Context: an optimization exercise on an open-source flow, tuned for small area, a short achievable clock period and few clock cycles per item. The choices shown serve that exercise and are no tape-out recipe.

## run 1
// shapipe
module shapipe(
    input wire [0:511] message,
    input wire clk,
    input wire reset,
    output wire ready,
    output wire [255:0] hashvalue);
Size in the first run: roughly 5,700 cells after synthesis, ~770 I/O pins, ~50,000 um^2 of cells after synthesis.
export LEC_CHECK = 0
export ABC_CLOCK_PERIOD_IN_PS = 4000
export CAP_MARGIN = 20
export CORE_MARGIN = 2
export CORE_UTILIZATION = 55
export CTS_CLUSTER_DIAMETER = 100
export CTS_CLUSTER_SIZE = 25
export PLACE_DENSITY = 0.65
export SLEW_MARGIN = 20
export TNS_END_PERCENT = 100
create_clock -name core_clock -period 11.0 [get_ports {clk}]
standard.sh (not shown) runs the stock make flow with config.mk's settings and CLKGATE_MAP_FILE= SYNTH_SCRIPT=/design/flow/synth_recipe.tcl, a recipe that flattens the netlist after the stock synthesis.
==> flow/flow/run.sh <==
#!/bin/bash
set -euo pipefail
export BUFFER_PORTS_ARGS="-buffer_cell sky130_fd_sc_hd__buf_1"
export SETUP_SLACK_MARGIN=6
bash standard.sh > make_finish.log 2>&1
The final layout from run 1, which completed every stage, passed the timing, DRC and antenna checks at the end of the flow.
--- input diff run 1..run 2 ---
--- a/flow/design.v
+++ b/flow/design.v
@@ -69,77 +69,68 @@
     localparam [31:0] CE  = T1C + H3;
     localparam [31:0] CK1 = H6 + 32'h71374491;
     reg  [6:0]  t;                  
     reg  [31:0] a, b, c, d, e, f, g, hk, kq;
     reg  [31:0] w [0:15];
     wire        run  = ~t[6];
     reg         last, pen;          
     wire [31:0] s1e = bs1(e);
     wire [31:0] che = ch(e, f, g);
     wire [31:0] s0a = bs0(a);
-    wire [31:0] mja = run ? maj(a, b, c) : a;
-    wire [31:0] dd  = run ? d : e;
-    wire [31:0] x1 = hk ^ s1e ^ che;
-    wire [31:0] y1 = {maj(hk, s1e, che), 1'b0} ;
-    wire [31:0] x2 = x1 ^ y1 ^ s0a;
-    wire [31:0] y2 = {maj(x1, y1, s0a), 1'b0};
-    wire [31:0] x2m = run ? x2 : 32'd0;
-    wire [31:0] y2m = run ? y2 : 32'd0;
-    wire [31:0] x3 = x2m ^ y2m ^ mja;
-    wire [31:0] y3 = {maj(x2m, y2m, mja), 1'b0};
-    wire [31:0] x1m = run ? x1 : 32'd0;
-    wire [31:0] y1m = run ? y1 : 32'd0;
-    wire [31:0] xe = x1m ^ y1m ^ dd;
-    wire [31:0] ye = {maj(x1m, y1m, dd), 1'b0};
+    wire [31:0] mja = maj(a, b, c);
+    wire [31:0] x1 = hk ^ che ^ mja;
+    wire [31:0] y1 = {maj(hk, che, mja), 1'b0};
+    wire [31:0] x2 = x1 ^ y1 ^ s1e;
+    wire [31:0] y2 = {maj(x1, y1, s1e), 1'b0};
+    wire [31:0] x3 = x2 ^ y2 ^ s0a;
+    wire [31:0] y3 = {maj(x2, y2, s0a), 1'b0};
+    wire [31:0] x1e = hk ^ che ^ d;
+    wire [31:0] y1e = {maj(hk, che, d), 1'b0};
+    wire [31:0] xe = x1e ^ y1e ^ s1e;
+    wire [31:0] ye = {maj(x1e, y1e, s1e), 1'b0};
     wire [31:0] anew = x3 + y3;
     wire [31:0] enew = xe + ye;
-    wire [31:0] wt   = (last | ~run) ? 32'd0 : w[2];
-    wire [31:0] gh   = run ? g : hk;
-    wire [31:0] xh   = gh ^ kq ^ wt;
-    wire [31:0] yh   = {maj(gh, kq, wt), 1'b0};
+    wire [31:0] wt   = last ? 32'd0 : w[2];
+    wire [31:0] xh   = g ^ kq ^ wt;
+    wire [31:0] yh   = {maj(g, kq, wt), 1'b0};
     wire [31:0] hkn  = xh + yh;
     wire [31:0] s0w  = ss0(~w[1]);
     wire [31:0] xw   = ~w[9] ^ s0w ^ w[0];
     wire [31:0] yw   = {maj(~w[9], s0w, w[0]), 1'b0};
     wire [31:0] s1w  = ss1(w[14]);
     wire [31:0] xw2  = xw ^ yw ^ s1w;
     wire [31:0] yw2  = {maj(xw, yw, s1w), 1'b0};
     wire [31:0] wnew = xw2 + yw2;
     wire [31:0] dadd = pen ? H4 - H0 : (last ? H3 : 32'd0);
     always @(posedge clk) begin
         pen  <= ~reset & (t == 7'd61);
         last <= ~reset & (t == 7'd62);
-        kq   <= reset ? kc(6'd2) : ((t[6] | t[5:0] == 6'd63) ? 32'd0 : knx(t[5:0]));
+        kq   <= reset ? kc(6'd2) : knx(t[5:0]);
     end
     integer i;
     always @(posedge clk) begin
         if (reset) begin
+            t  <= 7'd1;
             a  <= CA + message[0:31];
+            b  <= H0;
+            c  <= H1;
+            d  <= H2;
             e  <= CE + message[0:31];
+            f  <= H4;
+            g  <= H5;
             hk <= CK1 + message[32:63];
-            d  <= H2;
-        end else begin
+        end else if (run) begin
+            t  <= t + 7'd1;
             a  <= anew;
             e  <= enew;
             hk <= hkn;
-            d  <= (run ? c : d) + dadd;
-        end
-    end
-    always @(posedge clk) begin
-        if (reset) begin
-            t  <= 7'd1;
-            b  <= H0;
-            c  <= H1;
-            f  <= H4;
-            g  <= H5;
-        end else if (run) begin
-            t  <= t + 7'd1;
+            d  <= c + dadd;
             if (last) begin
                 b <= a + H1;
                 c <= b + H2;
                 f <= e + H5;
                 g <= f + H6;
             end else begin
                 b <= a;
                 c <= b;
                 f <= e;
                 g <= f;
Notes after the runs:
On run 2: flip-flop and latch area is about 5% higher than what run 1 gave. Run 2 falls short of run 1 in least setup slack across all paths after layout. [compare] base=run 1 new=run 2: total area of multi-input combinational cells saw a decrease; post-route minimum period up 0.0059 ns; core area shows no meaningful change; non-clock buffer count went up by 63. Run 2 gives more core utilization than run 1 did. Final non-filler cell total (higher): run 1.
Function was not checked in any run of this note: the RTL went through the layout flow alone.

[afterwards: timing with drivers on the ports]
In the flow no input, the clock included, has a driving cell. The finished layouts below were timed again as built, in two steps. Step 1, drivers: a clkbuf_16 drives clk and a buf_2 each remaining input, both assumed. Step 2 times the ports against the registers' clock, not the clock port: input delays grow and output delays shrink by t, the midpoint of the rising clock arrivals with the driver on. Three values: ideal, step 1, step 2; two values: the first two.
run	shift t [ns]	setup WS [ns]	hold WS [ns]	worst register clock-pin slew, ns
run 1	0.689	5.881 / 5.881 / 5.442	0.405 / 0.405 / 0.405	0.12 / 0.12
run 2	0.738	5.875 / 5.875 / 5.486	0.403 / 0.403 / 0.403	0.11 / 0.11
After both steps every run listed still meets setup and hold. The setup slack of run 1, which loses most, moves by 0.000 ns with the drivers and by -0.439 ns with both steps.
